What follows belongs to an exercise in optimizing a design on an open flow for small area; a production flow would make more cautious choices. The RTL was checked by simulation tests, not by an equivalence proof against the original design. Power and IR drop assume default switching activity.

==> violet <==
## quadChannelCounter
module quadChannelCounter(
	input clock50Mhz,
	input init,
	input key_restart,
	output READ,
	output nCS,
	output nRESET,
	output nLDAC,
	output [1:0]dac_chn_out,
	output [11:0]dac_data_out,
	input  wire [7:0]host_addr,
	input  wire      host_addr_write,
	input  wire [7:0]host_wdata,
	input  wire      host_write,
	input  wire [31:0]host_wdata32,
	input  wire      host_write32,
	input  wire      host_start_step,
	output wire [7:0]host_rdata,
	output wire      stop_step,
	output wire [31:0]time_count,
	output wire [31:0]ch0_count,
	output wire [31:0]ch1_count,
	output wire [31:0]ch2_count,
	output wire [31:0]ch3_count,
	input [3:0]count
);
export LEC_CHECK = 0
export CAP_MARGIN = 20
export CORE_MARGIN = 2
export CORE_UTILIZATION = 65
export PLACE_DENSITY = 0.75
export SLEW_MARGIN = 20
create_clock -name core_clock -period 10.0 [get_ports {clock50Mhz}]
standard.sh (not shown) runs the stock make flow with config.mk's settings and CLKGATE_MAP_FILE= SYNTH_SCRIPT=/design/flow/synth_recipe.tcl, a recipe that flattens the netlist after the stock synthesis.
==> flow/flow/run.sh <==
#!/bin/bash
# Layout flow: the standard ORFS layout (standard.sh) with three changes.
# 1. Synthesis runs synth_recipe.tcl behind the prelude flow/area_synth.tcl:
#    adders are left to ABC and ABC maps for area (flow/area.abc).
# 2. Port buffers use the smallest buffer cell, buf_1.
# 3. Clock-tree synthesis uses clkbuf_4 clusters and no dummy loads.
# Each tool's log is under orfs/logs/; make's output goes to standard_make.log.
set -euo pipefail
cd "$(dirname "$0")/.."
W=$PWD
{
	echo "set ::my_area_abc $W/flow/area.abc"
	cat flow/area_synth.tcl
	cat synth_recipe.tcl
} > area_synth_recipe.tcl
CTS="-sink_clustering_enable -repair_clock_nets -dont_use_dummy_load"
CTS="$CTS -buf_list sky130_fd_sc_hd__clkbuf_4"
CTS="$CTS -sink_clustering_size 9 -sink_clustering_max_diameter 40"
bash standard.sh \
	"SYNTH_SCRIPT=$W/area_synth_recipe.tcl" \
	"BUFFER_PORTS_ARGS=-buffer_cell sky130_fd_sc_hd__buf_1" \
	"CTS_ARGS=$CTS" \
	finish > standard_make.log 2>&1
==> flow/flow/area.abc <==
&get -n
&st
&dch -f
&nf -R 1000 -p -C 32 -F 8
&st
&dch -f
&nf -R 1000 -p -C 32 -F 8
&put
topo
==> flow/flow/area_synth.tcl <==
# Prelude to the standard flow's synthesis script (synth_recipe.tcl), which run.sh puts in
# front of it. Two changes to the standard synthesis, both after the registers
# are mapped, so the registers, their names and their cell types stay the same:
# - no half/full-adder extraction: ABC maps the adders with the other logic;
# - ABC runs an area-oriented script (flow/area.abc) instead of the speed one.
set ::env(ADDER_MAP_FILE) ""
proc abc {args} {
	set i [lsearch -exact $args -script]
	if {$i >= 0} {
		lset args [expr {$i + 1}] $::my_area_abc
	}
	yosys abc {*}$args
}
==> willow: changes against violet <==
--- a/flow/design.v
+++ b/flow/design.v
@@ -34,14 +34,12 @@
 reg [15:0] c_cnt;
 reg reset_out;      
 reg sw_out;         
 reg sw_out32;       
 reg [7:0] addr;
-reg [15:0] wlatch;
-reg wdata_is2;
-wire [7:0] wdata = wlatch[7:0];
-wire [15:0] wdata32 = wlatch;
+reg [7:0] wdata;
+reg [15:0] wdata32;
 wire c_cnt_nz = |c_cnt;
 wire c_r1 = c_state == C_R1;
 wire c_sw1 = c_state == C_SW1;
 wire c_s321 = c_state == C_S321;
 wire c_ad1 = c_state == C_AD1;
@@ -56,11 +54,11 @@
 				c_state <= C_AD0;
 			else if (host_write32)
 				c_state <= C_S320;
 			else if (host_write)
 				c_state <= C_SW0;
-			else if (!key_restart || (addr == 8'h01 && wdata_is2))
+			else if (!key_restart || (addr == 8'h01 && wdata == 8'h02))
 				c_state <= C_R0;
 		end
 		C_INIT0: c_state <= C_D0;
 		C_R0: c_state <= C_R1;
 		C_SW0, C_S320, C_AD0: c_state <= c_state + 4'd1;
@@ -81,26 +79,23 @@
 		sw_out32 <= 1'b0;
 	end
 end
 always @(posedge clk) begin
 	if (c_state == C_R0)
-		c_cnt <= 16'hc65e;
+		c_cnt <= 16'd50000;
 	else if (c_state == C_SW0 || c_state == C_S320 || c_state == C_AD0)
-		c_cnt <= 16'h9b06;
+		c_cnt <= 16'd20;
 	else
-		c_cnt <= {c_cnt[14:0], ~(c_cnt[15] ^ c_cnt[13] ^ c_cnt[12] ^ c_cnt[10])};
+		c_cnt <= c_cnt - 16'd1;
 end
 always @(posedge clk) begin
 	if (init | c_init0 | ((c_r1 | c_ad1) & c_cnt_nz))
 		addr <= host_addr & {8{c_ad1 & ~init}};
 	if (init | (c_sw1 & c_cnt_nz))
-		wdata_is2 <= (host_wdata == 8'h02) & ~init;
-	wlatch[7:0] <= ({8{c_sw1 & c_cnt_nz}} & host_wdata) |
-	               ({8{c_s321 & c_cnt_nz}} & host_wdata32[7:0]) |
-	               ({8{~((c_sw1 | c_s321) & c_cnt_nz)}} & wlatch[7:0]);
+		wdata <= host_wdata & {8{~init}};
 	if (c_s321 & c_cnt_nz)
-		wlatch[15:8] <= host_wdata32[15:8];
+		wdata32 <= host_wdata32[15:0];
 end
 reg [7:0] d_ram0;           
 reg [7:0] d_ram1;           
 reg [7:0] d_ram2;           
 reg [63:0] d_ramx;          
@@ -118,12 +113,10 @@
 end
 wire a_47 = addr == 8'h47;
 wire w32 = sw_out32 & a_47;
 wire d_clr = d_reset | init;
 wire [7:0] d_wd = wdata & {8{~d_clr}};
-wire d_w24 = sw_out & (addr == 8'h24);
-wire d_w25 = sw_out & (addr == 8'h25);
 wire d_range = (addr >= 8'h02 && addr <= 8'h09) || (addr >= 8'h23 && addr <= 8'h25) ||
                addr == 8'h47 || addr == 8'h48;
 wire k_range = (addr >= 8'h26) && (addr <= 8'h3b);
 reg [7:0] rd;
 integer i;
@@ -131,17 +124,14 @@
 	for (i = 0; i < 8; i = i + 1)
 		if (init | (sw_out & (addr == 8'h02 + i)))
 			d_ramx[i*8 +: 8] <= wdata & {8{~init}};
 	if (d_clr | (sw_out & (addr == 8'h23)))
 		d_ram0 <= d_wd;
-	d_ram1 <= ({8{~d_clr & w32}} & wdata32[7:0]) |
-	          ({8{~d_clr & ~w32 & d_w24}} & wdata) |
-	          ({8{~d_clr & ~w32 & ~d_w24}} & d_ram1);
-	d_ram2 <= ({8{d_clr}} & 8'h88) |
-	          ({8{~d_clr & w32}} & wdata32[15:8]) |
-	          ({8{~d_clr & ~w32 & d_w25}} & wdata) |
-	          ({8{~d_clr & ~w32 & ~d_w25}} & d_ram2);
+	if (d_clr | (sw_out & (addr == 8'h24)) | w32)
+		d_ram1 <= d_clr ? 8'h00 : w32 ? wdata32[7:0] : wdata;
+	if (d_clr | (sw_out & (addr == 8'h25)) | w32)
+		d_ram2 <= d_clr ? 8'h88 : w32 ? wdata32[15:8] : wdata;
 	if (init | (sw_out & (addr == 8'h25)) | w32)
 		ch <= ch_dec & {2{~init}};
 	if (init | d_range)
 		d_dout <= rd & {8{~init}};
 end
@@ -153,12 +143,12 @@
 reg [3:0] s_state;
 reg [3:0] s_cnt;
 reg s_read;           
 reg s_ncs;
 reg s_nreset;
+reg start_counter;
 wire s_cnt_nz = |s_cnt;
-wire start_counter = s_state == S_FIN1;
 always @(posedge clk) begin
 	case (s_state)
 		S_FIN0: s_cnt <= 4'd5;
 		S_RESET0: s_cnt <= 4'd3;
 		S_DLY0: s_cnt <= 4'd10;
@@ -181,14 +171,17 @@
 			if (host_start_step) s_state <= S_FIN0;
 			else if (sw_out) s_state <= S_DLY0;
 			else s_state <= S_IDLE;
 		end
 		S_FIN0: begin
+			start_counter <= 1'b1;
 			s_state <= S_FIN1;
 		end
 		S_FIN1: begin
+			if (d_reset) start_counter <= 1'b0;
 			if (!s_cnt_nz) begin
+				start_counter <= 1'b0;
 				s_state <= S_IDLE;
 			end
 		end
 		S_RESET0: begin
 			s_nreset <= 1'b0;
@@ -230,10 +223,11 @@
 	if (init) begin
 		s_state <= S_INIT;
 		s_read <= 1'b1;
 		s_ncs <= 1'b1;
 		s_nreset <= 1'b1;
+		start_counter <= 1'b0;
 	end
 end
 assign READ = s_read;
 assign nLDAC = s_read;
 assign nCS = s_ncs;
@@ -245,25 +239,24 @@
 reg [7:0] k_ram1;             
 reg [159:0] k_res;            
 reg [13:0] sec;
 reg [7:0] secTime;
 reg stop;
+reg k_reset;
 reg [7:0] k_dout;
 reg [3:0] sig_s1, sig_s2;
 wire [3:0] rise = sig_s1 & ~sig_s2;
-reg [31:0] cnt1, cnt2, cnt3, cnt_time;
+reg [31:0] cnt0, cnt1, cnt2, cnt3, cnt_time;
 always @(posedge clk) begin
 	sig_s1 <= count;
 	sig_s2 <= sig_s1;
+	if (init) begin
+		sig_s1 <= 4'b0000;
+		sig_s2 <= 4'b0000;
+	end
 end
-wire k_R = reset_out | k_ram0[0];
-wire [13:0] sec_step = {sec[12:0], ~(sec[13] ^ sec[12] ^ sec[11] ^ sec[1])};
-wire sec_9 = sec[8];
-wire sec_100 = ~sec[13] & ~sec[3] & sec[2] & ~sec[1] & ~sec[0];
-wire sec_9999 = sec[13] & ~sec[12] & ~sec[10] & sec[8] & sec[7] & ~sec[6] &
-                sec[5] & sec[4] & ~sec[3] & sec[2] & ~sec[1] & sec[0];
-wire k_clr = (k_state == K_DELAY) & sec_9;
+wire k_clr = k_reset | init;
 function automatic [31:0] count32(input [31:0] q, input en, input clr);
 	integer b;
 	reg t;
 	begin
 		t = en;
@@ -272,46 +265,47 @@
 			t = t & q[b];
 		end
 	end
 endfunction
 always @(posedge clk) begin
+	cnt0 <= count32(cnt0, rise[0] & k_ram0[7], k_clr);
 	cnt1 <= count32(cnt1, rise[1] & k_ram0[6], k_clr);
 	cnt2 <= count32(cnt2, rise[2] & k_ram0[5], k_clr);
 	cnt3 <= count32(cnt3, rise[3] & k_ram0[4], k_clr);
 	cnt_time <= count32(cnt_time, rise[0], k_clr);
 end
+wire k_R = reset_out | k_ram0[0];
+wire sec_8 = sec[3] & ~sec[0];
+wire sec_9 = sec[3] & sec[0];
+wire sec_100 = sec[6] & sec[5] & sec[2];
+wire sec_9999 = sec[13] & sec[10] & sec[9] & sec[8] & sec[3] & sec[2] & sec[1] & sec[0];
 wire k_init = k_state == K_INIT;
 wire k_rclr = init | k_init;
 wire k_wr = k_state == K_WRITE;
 wire k_copy = (k_state == K_COUNT) & ~(|secTime) & ~init;
 wire [7:0] k_wd = wdata & {8{~k_rclr}};
-wire [159:0] k_cnt = {cnt3, cnt2, cnt1, cnt_time, cnt_time};
+wire [159:0] k_cnt = {cnt3, cnt2, cnt1, cnt_time, cnt0};
 always @(posedge clk) begin
 	if (k_rclr | (k_wr & (addr == 8'h26)))
 		k_ram0 <= k_wd;
 	if (k_rclr | (k_wr & (addr == 8'h27)))
 		k_ram1 <= k_wd;
+	for (i = 0; i < 20; i = i + 1)
+		if (k_rclr | k_copy | (k_wr & (addr == 8'h28 + i)))
+			k_res[i*8 +: 8] <= k_copy ? k_cnt[i*8 +: 8] : k_wd;
 	if (init | ((k_state == K_IDLE) & k_range))
 		k_dout <= rd & {8{~init}};
 end
-reg k_ld;
-always @(posedge clk) begin
-	for (i = 0; i < 20; i = i + 1) begin
-		k_ld = k_rclr | (k_wr & (addr == 8'h28 + i));
-		k_res[i*8 +: 8] <= ({8{k_copy & (i >= 4 || k_ram0[7])}} & k_cnt[i*8 +: 8]) |
-		                   ({8{~k_copy & k_ld}} & k_wd) |
-		                   ({8{~k_copy & ~k_ld}} & k_res[i*8 +: 8]);
-	end
-end
 wire sec_run = ((k_state == K_DELAY) & ~sec_9) |
                ((k_state == K_COUNT) & (|secTime) & ~sec_9999) |
                ((k_state == K_END) & ~sec_100);
 always @(posedge clk) begin
-	sec <= sec_run ? sec_step : 14'd0;
-	secTime <= ({8{k_state == K_DELAY}} & k_ram1) |
-	           ({8{(k_state == K_COUNT) & sec_9999}} & (secTime - 8'd1)) |
-	           ({8{(k_state != K_DELAY) & ~((k_state == K_COUNT) & sec_9999)}} & secTime);
+	sec <= sec_run ? sec + 14'd1 : 14'd0;
+	if (k_state == K_DELAY)
+		secTime <= k_ram1;
+	else if ((k_state == K_COUNT) & sec_9999)
+		secTime <= secTime - 8'd1;
 end
 always @(posedge clk) begin
 	case (k_state)
 		K_INIT: begin
 			stop <= 1'b0;
@@ -322,11 +316,13 @@
 			else if (start_counter) k_state <= K_DELAY;
 			else if (k_R) k_state <= K_INIT;
 		end
 		K_WRITE: k_state <= K_IDLE;
 		K_DELAY: begin
+			if (sec_8) k_reset <= 1'b1;
 			if (sec_9) begin
+				k_reset <= 1'b0;
 				k_state <= K_COUNT;
 			end else if (k_R)
 				k_state <= K_INIT;
 		end
 		K_COUNT: begin
@@ -347,30 +343,36 @@
 		default: ;
 	endcase
 	if (init) begin
 		k_state <= K_INIT;
 		stop <= 1'b0;
+		k_reset <= 1'b0;
 	end
 end
 assign stop_step = stop;
 assign ch0_count = k_res[31:0];
 assign time_count = k_res[63:32];
 assign ch1_count = k_res[95:64];
 assign ch2_count = k_res[127:96];
 assign ch3_count = k_res[159:128];
-integer j;
 always @* begin
-	rd = 8'h00;
-	for (j = 0; j < 8; j = j + 1)
-		rd = rd | (d_ramx[j*8 +: 8] & {8{addr == 8'h02 + j}});
-	rd = rd | (d_ram0 & {8{addr == 8'h23}});
-	rd = rd | (d_ram1 & {8{addr == 8'h24 || addr == 8'h47}});
-	rd = rd | (d_ram2 & {8{addr == 8'h25 || addr == 8'h48}});
-	rd = rd | (k_ram0 & {8{addr == 8'h26}});
-	rd = rd | (k_ram1 & {8{addr == 8'h27}});
-	for (j = 0; j < 20; j = j + 1)
-		rd = rd | (k_res[j*8 +: 8] & {8{addr == 8'h28 + j}});
+	case (addr)
+		8'h02: rd = d_ramx[7:0];
+		8'h03: rd = d_ramx[15:8];
+		8'h04: rd = d_ramx[23:16];
+		8'h05: rd = d_ramx[31:24];
+		8'h06: rd = d_ramx[39:32];
+		8'h07: rd = d_ramx[47:40];
+		8'h08: rd = d_ramx[55:48];
+		8'h09: rd = d_ramx[63:56];
+		8'h23: rd = d_ram0;
+		8'h24, 8'h47: rd = d_ram1;
+		8'h25, 8'h48: rd = d_ram2;
+		8'h26: rd = k_ram0;
+		8'h27: rd = k_ram1;
+		default: rd = k_res[(addr[4:0] - 5'd8)*8 +: 8];
+	endcase
 end
 reg [7:0] rdata;
 always @* begin
 	if (addr == 8'h00) rdata = 8'h10;
 	else if (d_range) rdata = d_dout;
--- a/flow/flow/run.sh
+++ b/flow/flow/run.sh
@@ -13,11 +13,11 @@
 	cat flow/area_synth.tcl
 	cat synth_recipe.tcl
 } > area_synth_recipe.tcl
 CTS="-sink_clustering_enable -repair_clock_nets -dont_use_dummy_load"
 CTS="$CTS -buf_list sky130_fd_sc_hd__clkbuf_4"
-CTS="$CTS -sink_clustering_size 9 -sink_clustering_max_diameter 40"
+CTS="$CTS -sink_clustering_size 10 -sink_clustering_max_diameter 30"
 bash standard.sh \
 	"SYNTH_SCRIPT=$W/area_synth_recipe.tcl" \
 	"BUFFER_PORTS_ARGS=-buffer_cell sky130_fd_sc_hd__buf_1" \
 	"CTS_ARGS=$CTS" \
 	finish > standard_make.log 2>&1
--- a/flow/config.mk
+++ b/flow/config.mk
@@ -5,8 +5,8 @@
 export SDC_FILE = /design/flow/constraint.sdc
 export NUM_CORES = 4
 export LEC_CHECK = 0
 export CAP_MARGIN = 20
 export CORE_MARGIN = 2
-export CORE_UTILIZATION = 65
-export PLACE_DENSITY = 0.75
+export CORE_UTILIZATION = 50
+export PLACE_DENSITY = 0.65
 export SLEW_MARGIN = 20
==> onyx: changes against violet <==
--- a/flow/design.v
+++ b/flow/design.v
@@ -81,26 +81,25 @@
 		sw_out32 <= 1'b0;
 	end
 end
 always @(posedge clk) begin
 	if (c_state == C_R0)
-		c_cnt <= 16'hc65e;
+		c_cnt <= 16'd50000;
 	else if (c_state == C_SW0 || c_state == C_S320 || c_state == C_AD0)
-		c_cnt <= 16'h9b06;
+		c_cnt <= 16'd20;
 	else
-		c_cnt <= {c_cnt[14:0], ~(c_cnt[15] ^ c_cnt[13] ^ c_cnt[12] ^ c_cnt[10])};
+		c_cnt <= c_cnt - 16'd1;
 end
 always @(posedge clk) begin
 	if (init | c_init0 | ((c_r1 | c_ad1) & c_cnt_nz))
 		addr <= host_addr & {8{c_ad1 & ~init}};
 	if (init | (c_sw1 & c_cnt_nz))
 		wdata_is2 <= (host_wdata == 8'h02) & ~init;
-	wlatch[7:0] <= ({8{c_sw1 & c_cnt_nz}} & host_wdata) |
-	               ({8{c_s321 & c_cnt_nz}} & host_wdata32[7:0]) |
-	               ({8{~((c_sw1 | c_s321) & c_cnt_nz)}} & wlatch[7:0]);
+	if (c_sw1 & c_cnt_nz)
+		wlatch[7:0] <= host_wdata;
 	if (c_s321 & c_cnt_nz)
-		wlatch[15:8] <= host_wdata32[15:8];
+		wlatch <= host_wdata32[15:0];
 end
 reg [7:0] d_ram0;           
 reg [7:0] d_ram1;           
 reg [7:0] d_ram2;           
 reg [63:0] d_ramx;          
@@ -118,12 +117,10 @@
 end
 wire a_47 = addr == 8'h47;
 wire w32 = sw_out32 & a_47;
 wire d_clr = d_reset | init;
 wire [7:0] d_wd = wdata & {8{~d_clr}};
-wire d_w24 = sw_out & (addr == 8'h24);
-wire d_w25 = sw_out & (addr == 8'h25);
 wire d_range = (addr >= 8'h02 && addr <= 8'h09) || (addr >= 8'h23 && addr <= 8'h25) ||
                addr == 8'h47 || addr == 8'h48;
 wire k_range = (addr >= 8'h26) && (addr <= 8'h3b);
 reg [7:0] rd;
 integer i;
@@ -131,17 +128,14 @@
 	for (i = 0; i < 8; i = i + 1)
 		if (init | (sw_out & (addr == 8'h02 + i)))
 			d_ramx[i*8 +: 8] <= wdata & {8{~init}};
 	if (d_clr | (sw_out & (addr == 8'h23)))
 		d_ram0 <= d_wd;
-	d_ram1 <= ({8{~d_clr & w32}} & wdata32[7:0]) |
-	          ({8{~d_clr & ~w32 & d_w24}} & wdata) |
-	          ({8{~d_clr & ~w32 & ~d_w24}} & d_ram1);
-	d_ram2 <= ({8{d_clr}} & 8'h88) |
-	          ({8{~d_clr & w32}} & wdata32[15:8]) |
-	          ({8{~d_clr & ~w32 & d_w25}} & wdata) |
-	          ({8{~d_clr & ~w32 & ~d_w25}} & d_ram2);
+	if (d_clr | (sw_out & (addr == 8'h24)) | w32)
+		d_ram1 <= d_clr ? 8'h00 : w32 ? wdata32[7:0] : wdata;
+	if (d_clr | (sw_out & (addr == 8'h25)) | w32)
+		d_ram2 <= d_clr ? 8'h88 : w32 ? wdata32[15:8] : wdata;
 	if (init | (sw_out & (addr == 8'h25)) | w32)
 		ch <= ch_dec & {2{~init}};
 	if (init | d_range)
 		d_dout <= rd & {8{~init}};
 end
@@ -248,21 +242,19 @@
 reg [7:0] secTime;
 reg stop;
 reg [7:0] k_dout;
 reg [3:0] sig_s1, sig_s2;
 wire [3:0] rise = sig_s1 & ~sig_s2;
-reg [31:0] cnt1, cnt2, cnt3, cnt_time;
+reg [31:0] cnt0, cnt1, cnt2, cnt3, cnt_time;
 always @(posedge clk) begin
 	sig_s1 <= count;
 	sig_s2 <= sig_s1;
 end
 wire k_R = reset_out | k_ram0[0];
-wire [13:0] sec_step = {sec[12:0], ~(sec[13] ^ sec[12] ^ sec[11] ^ sec[1])};
-wire sec_9 = sec[8];
-wire sec_100 = ~sec[13] & ~sec[3] & sec[2] & ~sec[1] & ~sec[0];
-wire sec_9999 = sec[13] & ~sec[12] & ~sec[10] & sec[8] & sec[7] & ~sec[6] &
-                sec[5] & sec[4] & ~sec[3] & sec[2] & ~sec[1] & sec[0];
+wire sec_9 = sec[3] & sec[0];
+wire sec_100 = sec[6] & sec[5] & sec[2];
+wire sec_9999 = sec[13] & sec[10] & sec[9] & sec[8] & sec[3] & sec[2] & sec[1] & sec[0];
 wire k_clr = (k_state == K_DELAY) & sec_9;
 function automatic [31:0] count32(input [31:0] q, input en, input clr);
 	integer b;
 	reg t;
 	begin
@@ -272,46 +264,42 @@
 			t = t & q[b];
 		end
 	end
 endfunction
 always @(posedge clk) begin
+	cnt0 <= count32(cnt0, rise[0] & k_ram0[7], k_clr);
 	cnt1 <= count32(cnt1, rise[1] & k_ram0[6], k_clr);
 	cnt2 <= count32(cnt2, rise[2] & k_ram0[5], k_clr);
 	cnt3 <= count32(cnt3, rise[3] & k_ram0[4], k_clr);
 	cnt_time <= count32(cnt_time, rise[0], k_clr);
 end
 wire k_init = k_state == K_INIT;
 wire k_rclr = init | k_init;
 wire k_wr = k_state == K_WRITE;
 wire k_copy = (k_state == K_COUNT) & ~(|secTime) & ~init;
 wire [7:0] k_wd = wdata & {8{~k_rclr}};
-wire [159:0] k_cnt = {cnt3, cnt2, cnt1, cnt_time, cnt_time};
+wire [159:0] k_cnt = {cnt3, cnt2, cnt1, cnt_time, cnt0};
 always @(posedge clk) begin
 	if (k_rclr | (k_wr & (addr == 8'h26)))
 		k_ram0 <= k_wd;
 	if (k_rclr | (k_wr & (addr == 8'h27)))
 		k_ram1 <= k_wd;
+	for (i = 0; i < 20; i = i + 1)
+		if (k_rclr | k_copy | (k_wr & (addr == 8'h28 + i)))
+			k_res[i*8 +: 8] <= k_copy ? k_cnt[i*8 +: 8] : k_wd;
 	if (init | ((k_state == K_IDLE) & k_range))
 		k_dout <= rd & {8{~init}};
 end
-reg k_ld;
-always @(posedge clk) begin
-	for (i = 0; i < 20; i = i + 1) begin
-		k_ld = k_rclr | (k_wr & (addr == 8'h28 + i));
-		k_res[i*8 +: 8] <= ({8{k_copy & (i >= 4 || k_ram0[7])}} & k_cnt[i*8 +: 8]) |
-		                   ({8{~k_copy & k_ld}} & k_wd) |
-		                   ({8{~k_copy & ~k_ld}} & k_res[i*8 +: 8]);
-	end
-end
 wire sec_run = ((k_state == K_DELAY) & ~sec_9) |
                ((k_state == K_COUNT) & (|secTime) & ~sec_9999) |
                ((k_state == K_END) & ~sec_100);
 always @(posedge clk) begin
-	sec <= sec_run ? sec_step : 14'd0;
-	secTime <= ({8{k_state == K_DELAY}} & k_ram1) |
-	           ({8{(k_state == K_COUNT) & sec_9999}} & (secTime - 8'd1)) |
-	           ({8{(k_state != K_DELAY) & ~((k_state == K_COUNT) & sec_9999)}} & secTime);
+	sec <= sec_run ? sec + 14'd1 : 14'd0;
+	if (k_state == K_DELAY)
+		secTime <= k_ram1;
+	else if ((k_state == K_COUNT) & sec_9999)
+		secTime <= secTime - 8'd1;
 end
 always @(posedge clk) begin
 	case (k_state)
 		K_INIT: begin
 			stop <= 1'b0;
@@ -355,22 +343,27 @@
 assign ch0_count = k_res[31:0];
 assign time_count = k_res[63:32];
 assign ch1_count = k_res[95:64];
 assign ch2_count = k_res[127:96];
 assign ch3_count = k_res[159:128];
-integer j;
 always @* begin
-	rd = 8'h00;
-	for (j = 0; j < 8; j = j + 1)
-		rd = rd | (d_ramx[j*8 +: 8] & {8{addr == 8'h02 + j}});
-	rd = rd | (d_ram0 & {8{addr == 8'h23}});
-	rd = rd | (d_ram1 & {8{addr == 8'h24 || addr == 8'h47}});
-	rd = rd | (d_ram2 & {8{addr == 8'h25 || addr == 8'h48}});
-	rd = rd | (k_ram0 & {8{addr == 8'h26}});
-	rd = rd | (k_ram1 & {8{addr == 8'h27}});
-	for (j = 0; j < 20; j = j + 1)
-		rd = rd | (k_res[j*8 +: 8] & {8{addr == 8'h28 + j}});
+	case (addr)
+		8'h02: rd = d_ramx[7:0];
+		8'h03: rd = d_ramx[15:8];
+		8'h04: rd = d_ramx[23:16];
+		8'h05: rd = d_ramx[31:24];
+		8'h06: rd = d_ramx[39:32];
+		8'h07: rd = d_ramx[47:40];
+		8'h08: rd = d_ramx[55:48];
+		8'h09: rd = d_ramx[63:56];
+		8'h23: rd = d_ram0;
+		8'h24, 8'h47: rd = d_ram1;
+		8'h25, 8'h48: rd = d_ram2;
+		8'h26: rd = k_ram0;
+		8'h27: rd = k_ram1;
+		default: rd = k_res[(addr[4:0] - 5'd8)*8 +: 8];
+	endcase
 end
 reg [7:0] rdata;
 always @* begin
 	if (addr == 8'h00) rdata = 8'h10;
 	else if (d_range) rdata = d_dout;
--- a/flow/flow/run.sh
+++ b/flow/flow/run.sh
@@ -13,11 +13,11 @@
 	cat flow/area_synth.tcl
 	cat synth_recipe.tcl
 } > area_synth_recipe.tcl
 CTS="-sink_clustering_enable -repair_clock_nets -dont_use_dummy_load"
 CTS="$CTS -buf_list sky130_fd_sc_hd__clkbuf_4"
-CTS="$CTS -sink_clustering_size 9 -sink_clustering_max_diameter 40"
+CTS="$CTS -sink_clustering_size 10 -sink_clustering_max_diameter 30"
 bash standard.sh \
 	"SYNTH_SCRIPT=$W/area_synth_recipe.tcl" \
 	"BUFFER_PORTS_ARGS=-buffer_cell sky130_fd_sc_hd__buf_1" \
 	"CTS_ARGS=$CTS" \
 	finish > standard_make.log 2>&1
==> summary of the runs <==
Combinational power: violet is lower than willow (45%). Register-to-register slack: onyx is worse than violet (0.19 ns). In violet the via count is larger than in willow, by 5.3%. Between willow and onyx, the lower sequential power is in onyx (gap about 3%, measured against onyx). Total power: onyx is larger than violet (about 27%). Clock skew: onyx > willow > violet. Between violet and onyx, the lower routed wire length is in onyx (gap about 10%, measured against onyx). Critical path depth, lowest first: violet, willow, onyx. violet finished with timing, DRC and antenna clean. onyx finished with timing, DRC and antenna clean. willow passed the timing, DRC and antenna checks. In willow the maximum frequency is lower than in violet, by 0.36%.

-- afterwards: timing with drivers on the ports --
How much do the figures lean on ideal ports? The routed layouts below were timed once more, with nothing changed but the port constraints.
Step 1 (the two cells are an assumption about what drives the block):
set clk [get_ports {clock50Mhz}]
set_driving_cell -lib_cell sky130_fd_sc_hd__clkbuf_16 $clk
set_driving_cell -lib_cell sky130_fd_sc_hd__buf_2 [delete_from_list [all_inputs] $clk]
Step 2 adds t to the input delays and takes it off the output delays; t is the mean of the earliest and latest rising clock arrival at the registers after step 1. Input paths then give back, and output paths get back, about the clock's delay inside the block.
Three values: ideal, step 1, step 2; two values: the first two.
| run | t, ns | setup WS [ns] | worst slew at a driven data input, ns |
|---|---|---|---|
| violet | 0.742 | 3.876 / 3.827 / 4.044 | 0.04 |
| willow | 0.881 | 3.854 / 3.854 / 3.854 | 0.07 |
| onyx | 0.824 | 3.849 / 3.849 / 3.849 | 0.08 |
After both steps every run listed still meets setup and hold.
